Context: an optimization exercise on an open-source flow, tuned for small area, a short achievable clock period and few clock cycles. The choices shown serve that exercise and are no tape-out recipe.
Function was checked by simulation only, so behaviour that the tests miss may differ from the original.

==> flow/design.v, too long to show whole: its modules and the start of the top module <==
// module MandelbrotGen: 1952 lines
// module mfa: 4 lines
// module mha: 4 lines
// module mnor2: 3 lines
// module mnand2: 3 lines
module MandelbrotGen(
		input Clk_100M,           
		input  [4:0]BTNS,         
		input  SW0,               
		input  SW15,              
		output reg [18:0] addrA,  
		output reg [11:0] dinA,   
		output reg wea            
    );
  // ...
==> flow/flow/run.sh <==
#!/bin/bash
# Layout flow: the standard synthesis (standard.sh synth), then the
# standard ORFS layout steps (standard.sh's make command) with these changes:
#  - the resizer's timing repair aims for a larger setup slack margin, so that
#    it shortens the critical paths below the clock period;
#  - extra ORFS variables given in EXTRA below.
# Each tool's output goes to a log file in this folder.
set -euo pipefail
MARGIN=7.5
EXTRA='BUFFER_PORTS_ARGS="-buffer_cell sky130_fd_sc_hd__buf_2"'
bash standard.sh synth > synth.log 2>&1
sed -e "s/SETUP_SLACK_MARGIN=[0-9.]*/SETUP_SLACK_MARGIN=$MARGIN/" \
    -e "s|\"\${@:-finish}\"|$EXTRA \"\${@:-finish}\"|" standard.sh > layout.sh
bash layout.sh > layout.log 2>&1
==> flow/standard.sh <==
#!/bin/bash
# synth_recipe.tcl (not shown) runs the flow's synth.tcl, then flattens the netlist and writes it again
# the make line also repeats each setting of config.mk as NAME=value (left out here)
make -C /OpenROAD-flow-scripts/flow DESIGN_CONFIG=/design/flow/config.mk WORK_HOME=/design/flow/orfs CLKGATE_MAP_FILE= SYNTH_SCRIPT=/design/flow/synth_recipe.tcl "${@:-finish}"
==> flow/config.mk <==
export PLATFORM = sky130hd
export DESIGN_NAME = MandelbrotGen
export DESIGN_NICKNAME = MandelbrotGen
export VERILOG_FILES = /design/flow/design.v
export SDC_FILE = /design/flow/constraint.sdc
export NUM_CORES = 8
export LEC_CHECK = 0
export ABC_AREA = 1
export CAP_MARGIN = 70
export CORE_MARGIN = 2
export CORE_UTILIZATION = 40
export CTS_BUF_LIST = sky130_fd_sc_hd__clkbuf_8
export CTS_CLUSTER_DIAMETER = 113
export CTS_CLUSTER_SIZE = 14
export SETUP_SLACK_MARGIN = 5
export SLEW_MARGIN = 70
export SYNTH_HIERARCHICAL = 1
export SYNTH_MINIMUM_KEEP_SIZE = 0
export TNS_END_PERCENT = 0
==> flow/constraint.sdc <==
create_clock -name core_clock -period 11.0 [get_ports {Clk_100M}]
set_input_delay 2.2000 -clock core_clock [delete_from_list [all_inputs] [get_ports {Clk_100M}]]
set_output_delay 2.2000 -clock core_clock [all_outputs]
set_load 0.01 [all_outputs]
==> results_dict.tcl, run 1 <==
set metrics [dict create \
    crit_type "flip-flop to flip-flop" \
    cts_tree "done" \
    dp_cells 4573 \
    cts.clk_slew.worst_paths_ps 110 \
    finClkSkew_ps 70.8 \
    critPathMaxFanout 6 \
    post-route-period-util_pct 33.3 \
    post-route-util_pct 46.5 \
    synthMuxAreaShare_pct 0.0323 \
    setup_violations 0 \
    clk_path_buf_depth 3 \
    coreArea_mm2 0.0771 \
    vias_per_cell 5.49 \
    crit_path_frequent_cell "fa_2" \
    crit_path_start "zi1[1]" \
    synth_top_area_share_pct 27.0 \
    synth_common_cells "nand2_1 (614), nor2_1 (470), fa_1 (418), dfxtp_1 (322), inv_1 (317)" \
    fmax_mhz 273 \
    wl_met1_um 41000 \
    top_layer "met5" \
    instances_no_fill 4771 \
    holdPathEnd "cr2[9]" \
    max_stage_delay_ps 520 \
    grt_pass1_vias 25800 \
    grt_overflow_total 0 \
    status "no timing/DRC/antenna violations" \
    drt_first_pass_iters 6 \
    drive_gt1_share_pct 14.3 \
    multiInputGateArea_mm2 0.0220 \
    synth-seq-cells 376 \
    synth_xor_area_share_pct 5.93 \
    synth-async-reset-ratio_pct 0 \
    signal_buffer_area_fraction_pct 6.07 \
    grt-busiest-layer "met2" \
    syn_to_final_growth_pct 15.5 \
    clk_latency_ps 660 \
    yosysMostFrequentCell "nand2_1" \
    io_pins 40 \
    fp-row-count 102 \
    multi_input_cells 2731 \
]
Testbench counts, summed over its fixed seeds: cycles 10,830,570.
==> run 2, diff against run 1 <==
--- a/flow/config.mk
+++ b/flow/config.mk
@@ -10,7 +10,4 @@
 export CORE_MARGIN = 2
 export CORE_UTILIZATION = 40
-export CTS_BUF_LIST = sky130_fd_sc_hd__clkbuf_8
-export CTS_CLUSTER_DIAMETER = 113
-export CTS_CLUSTER_SIZE = 14
 export SETUP_SLACK_MARGIN = 5
 export SLEW_MARGIN = 70
==> results_dict.tcl, run 2 <==
set metrics [dict create \
    synth_ff_type "dfxtp_1" \
    clock-sinks 376 \
    finClkSkew_ps 48.5 \
    dieArea_mm2 0.0798 \
    fp.dieW_um 282 \
    drt_first_pass_iters 7 \
    grt_start_max_net_pins 56 \
    status "no timing/DRC/antenna violations" \
    cts.clk_slew.worst_paths_ps 60 \
    grt_pass1_vias 25700 \
    synth_area_leaders "fa_1 (27%), dfxtp_1 (21%), nand2_1 (7.4%), ha_1 (6.2%), nor2_1 (5.7%)" \
    setup_violations 0 \
    io_buffers 36 \
    gr-usage-all-layers_pct 24.1 \
    finalCriticalPeriod_ps 3670 \
    cts_made_buffers 45 \
    die_y_um 282 \
    critPathMaxFanout 17 \
    fmax_mhz 272 \
    crit_type "flip-flop to flip-flop" \
    clk_path_buf_depth 3 \
    synth-async-reset-ratio_pct 0 \
    netlist_instances 3567 \
    nNetsFinal 4256 \
    synth-seq-cells 376 \
    wire_per_inst_um 20.2 \
    crit_chain "nor2_1 -> nor2_2 -> clkinv_4 -> o22ai_4 -> xor2_2 -> fa_2 -> fa_2 -> fa_2 -> fa_1 -> fa_1" \
    synth_top_area_share_pct 27.0 \
    drive_gt1_share_pct 13.2 \
    gp_congestion 0.952 \
    yosysTopAreaCell "fa_1" \
    largest-register "addrA" \
    ys_types 61 \
    first_iter_violations 2528 \
    fp-row-count 102 \
    slew_violations 0 \
    cts_tree "done" \
    cp.arrival_ps 4170 \
    synth_edf_count 54 \
    dpl.hpwl_um 67400 \
    reg2regPathDepth 10 \
    ys_seq_area_share_pct 26.0 \
    ff2ff_setup_slack_ps 7330 \
    io_pins 40 \
    vias 26000 \
    cp-endpoint "zh1_q[5]" \
    avgSynthCellArea_um2 8.69 \
    crit_path_frequent_cell "fa_2" \
    startpoint_type "flip-flop" \
    post-route-period-util_pct 33.4 \
    coreArea_mm2 0.0771 \
    ys_warn_count 7 \
    clk_latency_ps 630 \
    drc 0 \
    postCtsHoldBufs 0 \
    wirelength_um 95900 \
    crit_path_start "zi1[12]" \
    critPathSlowestCell "fa_1" \
    final_cell_mix "nand2_1 (601), nor2_1 (454), fa_1 (387)" \
    antenna_found_initial 2 \
    crit_required_ps 11490 \
    largest_reg_flops 19 \
    h-tree-depth 2 \
    grt_overflow_total 0 \
    final_common_cell "nand2_1" \
    synth_common_cells "nand2_1 (614), nor2_1 (470), fa_1 (418), dfxtp_1 (322), inv_1 (317)" \
    critPathCaptureType "flip-flop" \
    ant_nets 0 \
    rr_endpoint "zh1_q[5]" \
    holdWs_ps 318 \
    syn_to_final_growth_pct 16.4 \
    grt_pass1_wl_um 148000 \
    grt_setup_unrepaired "yes" \
    hold_viol 0 \
    start_util_pct 40.2 \
    r2r_start "zi1[12]" \
    syn_area_mm2 0.0310 \
    hold_class "flip-flop to flip-flop" \
    tns_ps 0 \
    yosysMostFrequentCell "nand2_1" \
    vias_per_cell 5.46 \
    max_stage_delay_ps 510 \
    num-fill-cells 7388 \
    root_buffer "clkbuf_16" \
    maxCapViolCount 0 \
]
## run 2: cell counts after synthesis
No cell type changed its count.
## run 2: cells by family (layout without fill, tap and decap cells)
kind of cell	Yosys count	count (layout)	synth area share, %
xor gates and xnor gates	210	210	5.93
and+or+nand+nor	1326	1326	17.5
buffers and inverters	470	605	5.85
other	2	14	0.0242
DFF	376	376	26.0
muxes	1	1	0.0323
AOI/OAI and AO/OA	610	610	11.4
adders and majority gates	572	572	33.2
## run 2: worst min path at each step
stage	startpoint	to	depth (start not counted)
final	cr1[9]	cr2[9]	0
after CTS	cr1[9]	cr2[9]	0
after detailed placement	n1[1]	n2[1]	0
after global placement	n1[1]	n2[1]	0
after global routing	cr1[9]	cr2[9]	0
after floorplan	d1	d2	0
## run 2: per-layer routing
metal / share of wire, % / global-route usage [%] / vias up
met4: 4.0 / 8.56 / 2
met1: 42 / 32.8 / 12600
li1: - / - / 11900
met5: 0.015 / 0 / -
met2: 45 / 38.2 / 1165
met3: 9.1 / 4.67 / 229
## run 2: final cells by class
cell class	count	area (um^2)	area share, %
multi-input cells	2731	21800	60.3
flip-flops and latches	376	8150	22.6
repair buffers	166	1730	4.80
inverters	345	1460	4.04
well taps	1040	1300	3.60
clock buffers	56	1250	3.46
clock inverters	27	339	0.939
repair inverters	11	86.3	0.239
diodes	2	5.00	0.0139
## run 2: per-module statistics from Yosys (local to each module, per instance)
module,area [um^2],flip-flops and latches,cells
MandelbrotGen,20900,376,2777
mfa,20.0,0,1
mha,12.5,0,1
mnand2,3.75,0,1
mnor2,3.75,0,1
## run 2: per-stage QoR
stage	util, %	area [um^2]	instances	setup WS [ps]
5_1_grt	46.8	36100	4752	7230
2_1_floorplan	-	31500	3577	7420
3_3_place_gp	42.0	32400	4554	6430
3_5_place_dp	42.5	32800	4573	6530
4_1_cts	46.1	35500	4730	7340
6_report	46.8	36100	4754	7330
## run 2: timing repair
action,CTS,global route
pin swaps,41,31
setup endpoints to repair,165,130
cloned,15,4
gates resized for setup,140,64
setup buffers,59,16
## run 2: worst max-delay path, delay by kind of cell (launching register included)
kind	cells	cell delay (ps)
adders and majority gates	5	2110
DFF	1	420
and+or+nand+nor	2	370
AOI/OAI and AO/OA	1	230
buffers and inverters	1	220
xor gates and xnor gates	1	210
==> run 3, diff against run 2 <==
--- a/flow/config.mk
+++ b/flow/config.mk
@@ -10,4 +10,5 @@
 export CORE_MARGIN = 2
 export CORE_UTILIZATION = 40
+export CTS_BUF_LIST = sky130_fd_sc_hd__clkbuf_8 sky130_fd_sc_hd__clkbuf_16
 export SETUP_SLACK_MARGIN = 5
 export SLEW_MARGIN = 70
==> results_dict.tcl, run 3 <==
set metrics [dict create \
    grt_overflow_total 0 \
    postCtsHoldBufs 0 \
    dpl.hpwl_um 67400 \
    grt_pass1_wl_um 148000 \
    cp.arrival_ps 4210 \
    critPathMaxFanout 17 \
    critPathCaptureType "flip-flop" \
    crit_chain "nor2_1 -> nor2_2 -> clkinv_4 -> o22ai_2 -> xor2_1 -> fa_2 -> fa_1 -> fa_2 -> fa_2 -> fa_1" \
    start_util_pct 40.2 \
    crit_buf_inv 1 \
    h-tree-depth 2 \
    drive_gt1_share_pct 13.2 \
    tns_ps 0 \
    crit_required_ps 11490 \
    clk_path_buf_depth 3 \
    antenna_found_initial 2 \
    grt_setup_unrepaired "yes" \
    wirelength_um 96000 \
    clk_latency_ps 630 \
    post-route-period-util_pct 33.8 \
    io_pins 40 \
    io_buffers 36 \
    wire_per_inst_um 20.2 \
    multiInputGateArea_mm2 0.0218 \
    yosysMostFrequentCell "nand2_1" \
    syn_area_mm2 0.0310 \
    drc 0 \
    crit_path_frequent_cell "fa_2" \
    slew_violations 0 \
    setup_violations 0 \
    vias_per_cell 5.45 \
    syn_to_final_growth_pct 16.4 \
    grt_pass1_vias 25700 \
    hold_viol 0 \
    ant_nets 0 \
    final_cell_mix "nand2_1 (601), nor2_1 (454), fa_1 (387)" \
    maxCapViolCount 0 \
    fmax_mhz 269 \
    netlist_instances 3567 \
    drt_first_pass_iters 12 \
    vias 25900 \
    dieArea_mm2 0.0798 \
    clock-sinks 376 \
    grt_start_max_net_pins 56 \
    finClkSkew_ps 47.2 \
    hold_class "flip-flop to flip-flop" \
    synth-seq-cells 376 \
    max_stage_delay_ps 490 \
    synth_top_area_share_pct 27.0 \
    nNetsFinal 4256 \
    coreArea_mm2 0.0771 \
    cts_made_buffers 45 \
    largest_reg_flops 19 \
    ys_seq_area_share_pct 26.0 \
    yosysTopAreaCell "fa_1" \
    largest-register "addrA" \
    ys_warn_count 7 \
    ys_types 61 \
    startpoint_type "flip-flop" \
    finalCriticalPeriod_ps 3720 \
    fp-row-count 102 \
    synth-async-reset-ratio_pct 0 \
    num-fill-cells 7388 \
    crit_type "flip-flop to flip-flop" \
    status "no timing/DRC/antenna violations" \
    path_delay_family "adder cells" \
    gr-usage-all-layers_pct 24.1 \
    avgSynthCellArea_um2 8.69 \
    synth_common_cells "nand2_1 (614), nor2_1 (470), fa_1 (418), dfxtp_1 (322), inv_1 (317)" \
    die_y_um 282 \
    critPathSlowestCell "fa_2" \
    fp.dieW_um 282 \
    cts.clk_slew.worst_paths_ps 60 \
    gp_congestion 0.952 \
    seq_area_mm2 0.00815 \
    cts_tree "done" \
    final_common_cell "nand2_1" \
    root_buffer "clkbuf_16" \
    synth_ff_type "dfxtp_1" \
    synth_edf_count 54 \
    first_iter_violations 2398 \
    synth_area_leaders "fa_1 (27%), dfxtp_1 (21%), nand2_1 (7.4%), ha_1 (6.2%), nor2_1 (5.7%)" \
]
[run 3: worst reg2reg max path: cells and delay by family (launching register included)]
kind                     cells  cell delay [ps]
AO/OA/AOI/OAI                1              220
XOR/XNOR                     1              270
adder cells (fa/ha/maj)      5             2100
buffers and inverters        1              230
flip-flops                   1              430
AND/OR/NAND/NOR              2              380
[run 3: per-module statistics from Yosys, one instance, submodules excluded]
module,area [um^2],flops+latches,cells inside
mha,12.5,0,1
mfa,20.0,0,1
mnand2,3.75,0,1
mnor2,3.75,0,1
MandelbrotGen,20900,376,2777
[run 3: through the flow]
step	util, %	hold slack, ps	area [um^2]	instances	setup WS [ps]
after floorplan	-	310	31500	3577	7420
after global placement	42.0	310	32400	4554	6430
after detailed placement	42.5	312	32800	4573	6530
after CTS	46.1	313	35500	4730	7340
after global routing	46.8	333	36100	4752	7230
final	46.8	316	36100	4754	7280
[run 3: area by class of cell]
cell class	count	share of cell area, %
well taps	1040	3.60
clock inverters	31	0.981
repair buffers	166	4.80
flip-flops and latches	376	22.6
diodes	2	0.0139
inverters	345	4.04
multi-input cells	2731	60.3
repair inverters	11	0.239
clock buffers	52	3.42
[run 3: logic make-up after synthesis]
kind of cell,Yosys count,share of synthesized area [%]
AND/OR/NAND/NOR,1326,17.5
AO/OA/AOI/OAI,610,11.4
multiplexers,1,0.0323
adder cells (fa/ha/maj),572,33.2
other,2,0.0242
buffers and inverters,470,5.85
flip-flops,376,26.0
XOR/XNOR,210,5.93
[run 3: worst paths after layout]
path | start | end | slack (ps) | cells after the start
worst min-delay path | cr1[9] | cr2[9] | 320 | 0
worst max register to register | zi1[12] | zh1_q[9] | 7280 | 10
worst max-delay path | zi1[12] | zh1_q[9] | 7280 | 10
worst min register to register | cr1[9] | cr2[9] | 320 | 0
[run 3: timing repair]
| action | CTS | global route |
|---|---|---|
| resized for setup | 140 | 64 |
| buffers inserted | 59 | 16 |
| endpoints found under the setup margin | 165 | 130 |
| pin swaps | 41 | 31 |
| cloned | 15 | 4 |
[run 3: routing by layer]
| layer | GRT usage (%) | vias to the layer above | routed length [um] |
|---|---|---|---|
| met1 | 32.8 | 12600 | 40400 |
| met3 | 4.67 | 223 | 8510 |
| met4 | 8.56 | 2 | 3790 |
| met5 | 0 | - | 14 |
| met2 | 38.2 | 1133 | 43300 |
| li1 | - | 11900 | - |
==> run 4, diff against run 3 <==
--- a/flow/flow/run.sh
+++ b/flow/flow/run.sh
@@ -7,5 +7,5 @@
 # Each tool's output goes to a log file in this folder.
 set -euo pipefail
-MARGIN=7.5
+MARGIN=7.0
 EXTRA='BUFFER_PORTS_ARGS="-buffer_cell sky130_fd_sc_hd__buf_2"'
 bash standard.sh synth > synth.log 2>&1
--- a/flow/config.mk
+++ b/flow/config.mk
@@ -10,5 +10,7 @@
 export CORE_MARGIN = 2
 export CORE_UTILIZATION = 40
-export CTS_BUF_LIST = sky130_fd_sc_hd__clkbuf_8 sky130_fd_sc_hd__clkbuf_16
+export CTS_BUF_LIST = sky130_fd_sc_hd__clkbuf_8
+export CTS_CLUSTER_DIAMETER = 100
+export CTS_CLUSTER_SIZE = 10
 export SETUP_SLACK_MARGIN = 5
 export SLEW_MARGIN = 70
==> results_dict.tcl, run 4 <==
set metrics [dict create \
    status "no timing/DRC/antenna violations" \
    maxCapViolCount 0 \
    io_pins 40 \
    crit_path_frequent_cell "fa_1" \
    grt_pass1_wl_um 140000 \
    whs_path_depth 0 \
    slew_violations 0 \
    clock-sinks 376 \
    io_buffers 36 \
    ys_seq_area_share_pct 26.0 \
    yosysTopAreaCell "fa_1" \
    holdWs_ps 327 \
    ys_warn_count 7 \
    finClkSkew_ps 50.6 \
    reg2regPathDepth 9 \
    netlist_instances 3567 \
    avgSynthCellArea_um2 8.69 \
    grt_overflow_total 0 \
    startpoint_type "flip-flop" \
    ant_nets 0 \
    grt_setup_unrepaired "yes" \
    critPathCaptureType "flip-flop" \
    crit_type "flip-flop to flip-flop" \
    r2r_start "zr1[2]" \
    num-fill-cells 7662 \
    post-route-period-util_pct 36.3 \
    ys_types 61 \
    ff2ff_setup_slack_ps 7010 \
    rr_endpoint "t0_q[8]" \
    antenna_found_initial 1 \
    crit_path_start "zr1[2]" \
    cts.clk_slew.worst_paths_ps 90 \
    critPathMaxFanout 29 \
    largest_reg_flops 19 \
    dp_worst_setup_slack_ps 6700 \
    nNetsFinal 4182 \
    coreArea_mm2 0.0771 \
    fp.dieW_um 282 \
    synth_ff_type "dfxtp_1" \
    dpl.hpwl_um 66000 \
    vias_per_cell 5.36 \
    setup_slack_ps 7010 \
    crit_buf_inv 2 \
    cts_tree "done" \
    final_cell_mix "nand2_1 (610), nor2_1 (461), fa_1 (418)" \
    final_area_mm2 0.0337 \
    h-tree-depth 2 \
    fp-row-count 102 \
    holdPathEnd "n2[0]" \
    start_util_pct 40.2 \
    wirelength_um 87900 \
    synth_area_leaders "fa_1 (27%), dfxtp_1 (21%), nand2_1 (7.4%), ha_1 (6.2%), nor2_1 (5.7%)" \
    die_y_um 282 \
    first_iter_violations 2007 \
    dieArea_mm2 0.0798 \
    grt_start_max_net_pins 56 \
    drc 0 \
    placed_area_mm2 0.0326 \
    synth-async-reset-ratio_pct 0 \
    worstHoldStart "n1[0]" \
    cp.arrival_ps 4520 \
    max_stage_delay_ps 590 \
    gp_congestion 0.886 \
    vias 25000 \
    synth_edf_count 54 \
    synth-seq-cells 376 \
    wire_per_inst_um 18.9 \
    final_common_cell "nand2_1" \
    cts_made_buffers 45 \
    crit_chain "clkinv_2 -> buf_4 -> nor2_1 -> fa_1 -> fa_1 -> fa_1 -> fa_1 -> fa_1 -> fa_1" \
    syn_area_mm2 0.0310 \
    root_buffer "clkbuf_8" \
    synth_top_area_share_pct 27.0 \
    hold_class "flip-flop to flip-flop" \
    synth_common_cells "nand2_1 (614), nor2_1 (470), fa_1 (418), dfxtp_1 (322), inv_1 (317)" \
    drt_first_pass_iters 6 \
    path_delay_family "adder cells" \
    gr-usage-all-layers_pct 22.5 \
    post-route-util_pct 43.8 \
    clk_latency_ps 700 \
    setup_violations 0 \
    fmax_mhz 250 \
    tns_ps 0 \
    postCtsHoldBufs 0 \
    critPathSlowestCell "fa_1" \
    clk_path_buf_depth 3 \
    finalCriticalPeriod_ps 3990 \
    hold_viol 0 \
    drive_gt1_share_pct 7.29 \
    yosysMostFrequentCell "nand2_1" \
    largest-register "addrA" \
    grt_pass1_vias 25000 \
    crit_required_ps 11530 \
    syn_to_final_growth_pct 8.83 \
]
run 4: how the worst max path moves through the flow:
stage / endpoint / cells after the start
global placement: zh1_q[9] / 10
detailed placement: zh1_q[5] / 11
floorplan: zh1_q[5] / 10
finish: t0_q[8] / 9
CTS: zh1_q[7] / 12
global route: zh1_q[5] / 11
run 4: per-module statistics from Yosys (local to each module, per instance):
module,flops+latches,copies in the design,area (um^2)
mnand2,0,28,3.75
mfa,0,414,20.0
MandelbrotGen,376,1,20900
mnor2,0,298,3.75
mha,0,50,12.5
run 4: logic make-up after synthesis:
family / count (synthesis) / share of synthesized area, %
AOI/OAI and AO/OA: 610 / 11.4
xor gates and xnor gates: 210 / 5.93
adders and majority gates: 572 / 33.2
buffers and inverters: 470 / 5.85
DFF: 376 / 26.0
muxes: 1 / 0.0323
other: 2 / 0.0242
and+or+nand+nor: 1326 / 17.5
run 4: repair_timing:
item,CTS,global route
gates resized for setup,34,41
cloned,0,2
endpoints found under the setup margin,70,85
endpoints found under the hold margin,0,0
buffers inserted,3,6
pin swaps,1,1
run 4: per-layer routing:
layer	global-route usage (%)	part of all wire, %	wire length, um	vias to the layer above
met1	31.2	44	38700	12200
met5	0	0	0	-
met4	7.35	3.3	2890	0
met3	3.54	7.4	6460	163
met2	36.1	45	39800	868
li1	-	-	-	11700
run 4: layout make-up:
class | instances | area [um^2] | share of cell area, %
Multi-Input combinational cell | 2731 | 21300 | 63.0
Tap cell | 1040 | 1300 | 3.86
Timing Repair Buffer | 102 | 932 | 2.76
Timing Repair inverter | 1 | 5.00 | 0.0148
Antenna cell | 1 | 2.50 | 0.00741
Inverter | 345 | 1370 | 4.06
Clock buffer | 46 | 633 | 1.88
Clock inverter | 19 | 141 | 0.419
Sequential cell | 376 | 8100 | 24.0
run 4: through the flow:
stage / std cells
2_1_floorplan: 3577
3_3_place_gp: 4574
3_5_place_dp: 4582
4_1_cts: 4650
5_1_grt: 4661
6_report: 4661
==> run 5, diff against run 4 <==
--- a/flow/flow/run.sh
+++ b/flow/flow/run.sh
@@ -7,5 +7,5 @@
 # Each tool's output goes to a log file in this folder.
 set -euo pipefail
-MARGIN=7.0
+MARGIN=7.5
 EXTRA='BUFFER_PORTS_ARGS="-buffer_cell sky130_fd_sc_hd__buf_2"'
 bash standard.sh synth > synth.log 2>&1
==> results_dict.tcl, run 5 <==
set metrics [dict create \
    status "no timing/DRC/antenna violations" \
    finClkSkew_ps 77.0 \
    synth-simple-area-share_pct 17.5 \
    instances_no_fill 4781 \
    synth_common_cells "nand2_1 (614), nor2_1 (470), fa_1 (418), dfxtp_1 (322), inv_1 (317)" \
    vias_per_cell 5.52 \
    coreArea_mm2 0.0771 \
    clk_path_buf_depth 3 \
    syn_to_final_growth_pct 15.7 \
    largest-register "addrA" \
    finalCriticalPeriod_ps 3640 \
    die_y_um 282 \
    first_iter_violations 2606 \
    clock-sinks 376 \
    postCtsHoldBufs 0 \
    yosysMostFrequentCell "nand2_1" \
    setup_slack_ps 7360 \
    syn_area_mm2 0.0310 \
    nNetsFinal 4296 \
    synthAdderAreaFrac_pct 33.2 \
    dieArea_mm2 0.0798 \
    crit_type "flip-flop to flip-flop" \
    max_stage_delay_ps 500 \
    io_pins 40 \
    fp-row-count 102 \
    critPathSlowestCell "fa_2" \
    critPathCaptureType "flip-flop" \
    setup_violations 0 \
    post-route-util_pct 46.6 \
    h-tree-depth 2 \
    wirelength_um 98600 \
    largest_reg_flops 19 \
    worstHoldStart "ci1[7]" \
    dp_cells 4573 \
    ff2ff_setup_slack_ps 7360 \
    crit_path_start "zi1[13]" \
    num-fill-cells 7430 \
    final_common_cell "nand2_1" \
    grt_setup_unrepaired "yes" \
    drc 0 \
    synthMuxAreaShare_pct 0.0323 \
    netlist_instances 3567 \
    synth-async-reset-ratio_pct 0 \
    synth_edf_count 54 \
    post-route-period-util_pct 33.0 \
    gp_congestion 0.952 \
    fp.dieW_um 282 \
    whs_path_depth 0 \
    wl_met3_um 9430 \
    ant_nets 0 \
    wire_per_inst_um 20.6 \
    ys_warn_count 7 \
    cp.arrival_ps 4230 \
    startpoint_type "flip-flop" \
    ys_seq_area_share_pct 26.0 \
    cts.clk_slew.worst_paths_ps 80 \
    root_buffer "clkbuf_8" \
    cts_made_buffers 46 \
    synth_compound_area_share_pct 11.4 \
    synth_xor_area_share_pct 5.93 \
    rr_endpoint "zh1_q[9]" \
    grt_pass1_wl_um 151000 \
    crit_chain "buf_16 -> clkinvlp_4 -> nand2_2 -> o21ai_4 -> buf_6 -> buf_6 -> o22ai_1 -> xor2_1 -> fa_2 -> fa_2 -> fa_2 -> fa_2 -> fa_1" \
    synth_top_family_by_area "adder cells" \
    critPathMaxFanout 8 \
    top_layer "met5" \
    clk_latency_ps 720 \
    final_cell_mix "nand2_1 (598), nor2_1 (448), fa_1 (382)" \
    crit_path_frequent_cell "fa_2" \
    dp_worst_setup_slack_ps 6530 \
    synth_ff_type "dfxtp_1" \
    fmax_mhz 275 \
    synth_top_area_share_pct 27.0 \
    start_util_pct 40.2 \
    ys_types 61 \
    io_buffers 36 \
    drive_gt1_share_pct 14.4 \
    wl_met1_um 40900 \
    hold_viol 0 \
    grt_start_max_net_pins 56 \
    vias 26400 \
    synth-seq-cells 376 \
    reg2regPathDepth 13 \
    antenna_found_initial 2 \
    crit_required_ps 11590 \
    gr-usage-all-layers_pct 24.7 \
    grt_pass1_vias 25900 \
    dpl.hpwl_um 67400 \
    hold_class "flip-flop to flip-flop" \
    cts_tree "done" \
    maxCapViolCount 0 \
    holdPathEnd "ci2[7]" \
    avgSynthCellArea_um2 8.69 \
    drt_first_pass_iters 6 \
    wl_met2_um 43700 \
    yosysTopAreaCell "fa_1" \
    tns_ps 0 \
    grt_overflow_total 0 \
    r2r_start "zi1[13]" \
    slew_violations 0 \
    synth_area_leaders "fa_1 (27%), dfxtp_1 (21%), nand2_1 (7.4%), ha_1 (6.2%), nor2_1 (5.7%)" \
]
## run 5: area by class of cell
class | instances | area, um^2 | share of cell area [%]
diodes | 2 | 5.00 | 0.0139
clock buffers | 47 | 647 | 1.80
clock inverters | 24 | 148 | 0.411
inverters | 345 | 1470 | 4.10
multi-input cells | 2731 | 21900 | 61.1
flip-flops and latches | 376 | 8160 | 22.7
well taps | 1040 | 1300 | 3.63
repair buffers | 202 | 2110 | 5.89
repair inverters | 14 | 103 | 0.286
## run 5: per-layer routing
layer  track usage, %  up-vias
met5                0        -
met4             9.90        2
li1                 -    12000
met2             38.3     1310
met3             4.83      275
met1             33.8    12800
## run 5: what timing repair did
| action | 4_1_cts | 5_1_grt |
|---|---|---|
| pin swaps | 50 | 44 |
| setup buffers | 82 | 25 |
| endpoints found under the setup margin | 179 | 144 |
| cloned | 20 | 5 |
| resized for setup | 180 | 83 |
## run 5: worst max-delay path by stage
stage               slack [ps]  cells after the start       end
finish                    7360                     13  zh1_q[9]
global route              7260                     13  zh1_q[7]
CTS                       7390                     12  zh1_q[4]
detailed placement        6530                     10  zh1_q[9]
global placement          6430                      9  zh1_q[7]
floorplan                 7420                     10  zh1_q[5]
## run 5: Yosys stat by module (local to each module, per instance)
module	flip-flops and latches	copies in the design	cell area (um^2)	cells
mha	0	50	12.5	1
MandelbrotGen	376	1	20900	2777
mfa	0	414	20.0	1
mnor2	0	298	3.75	1
mnand2	0	28	3.75	1
## run 5: logic make-up after synthesis
kind of cell	Yosys count
mux	1
xor+xnor	210
simple gates	1326
flops	376
buf+inv	470
fa+ha+maj	572
compound gates	610
other cells	2
## run 5: critical path: cells and delay by family, from the launching register on
family	cells	cell delay (ps)
AO/OA/AOI/OAI	2	210
XOR/XNOR	1	270
adder cells (fa/ha/maj)	5	2040
buffers and inverters	4	520
flip-flops	1	400
AND/OR/NAND/NOR	1	120
## run 5: per-stage QoR
step | cell area [um^2] | hold slack (ps)
2_1_floorplan | 31500 | 310
3_3_place_gp | 32400 | 310
3_5_place_dp | 32800 | 312
4_1_cts | 35200 | 325
5_1_grt | 35900 | 333
6_report | 35900 | 327

what the ideal ports hide:
The flow's constraints put no driver on any port. The routed layouts listed below were extracted and timed again, unchanged, in two steps. Step 1 sets driving cells, clkbuf_16 on the clock port and buf_2 on the other inputs (assumed; they add their load-dependent delay and slew). Step 2 adds t to the input delays and takes it off the output delays; t is the mean of the earliest and latest rising clock arrival at the registers after step 1. Input paths then give back, and output paths get back, about the clock's delay inside the block. a / b / c = ideal ports / drivers / drivers and shift; a / b = the first two.
run | t, ns | slack for setup (ns) | worst slew at a driven data input, ns
run 1 | 0.691 | 7.339 / 7.339 / 7.339 | 0.03
run 2 | 0.666 | 7.327 / 7.327 / 7.327 | 0.03
run 3 | 0.667 | 7.283 / 7.283 / 7.283 | 0.03
run 4 | 0.737 | 7.008 / 7.008 / 7.008 | 0.03
run 5 | 0.746 | 7.365 / 7.365 / 7.365 | 0.03
After both steps every run listed still meets setup and hold.
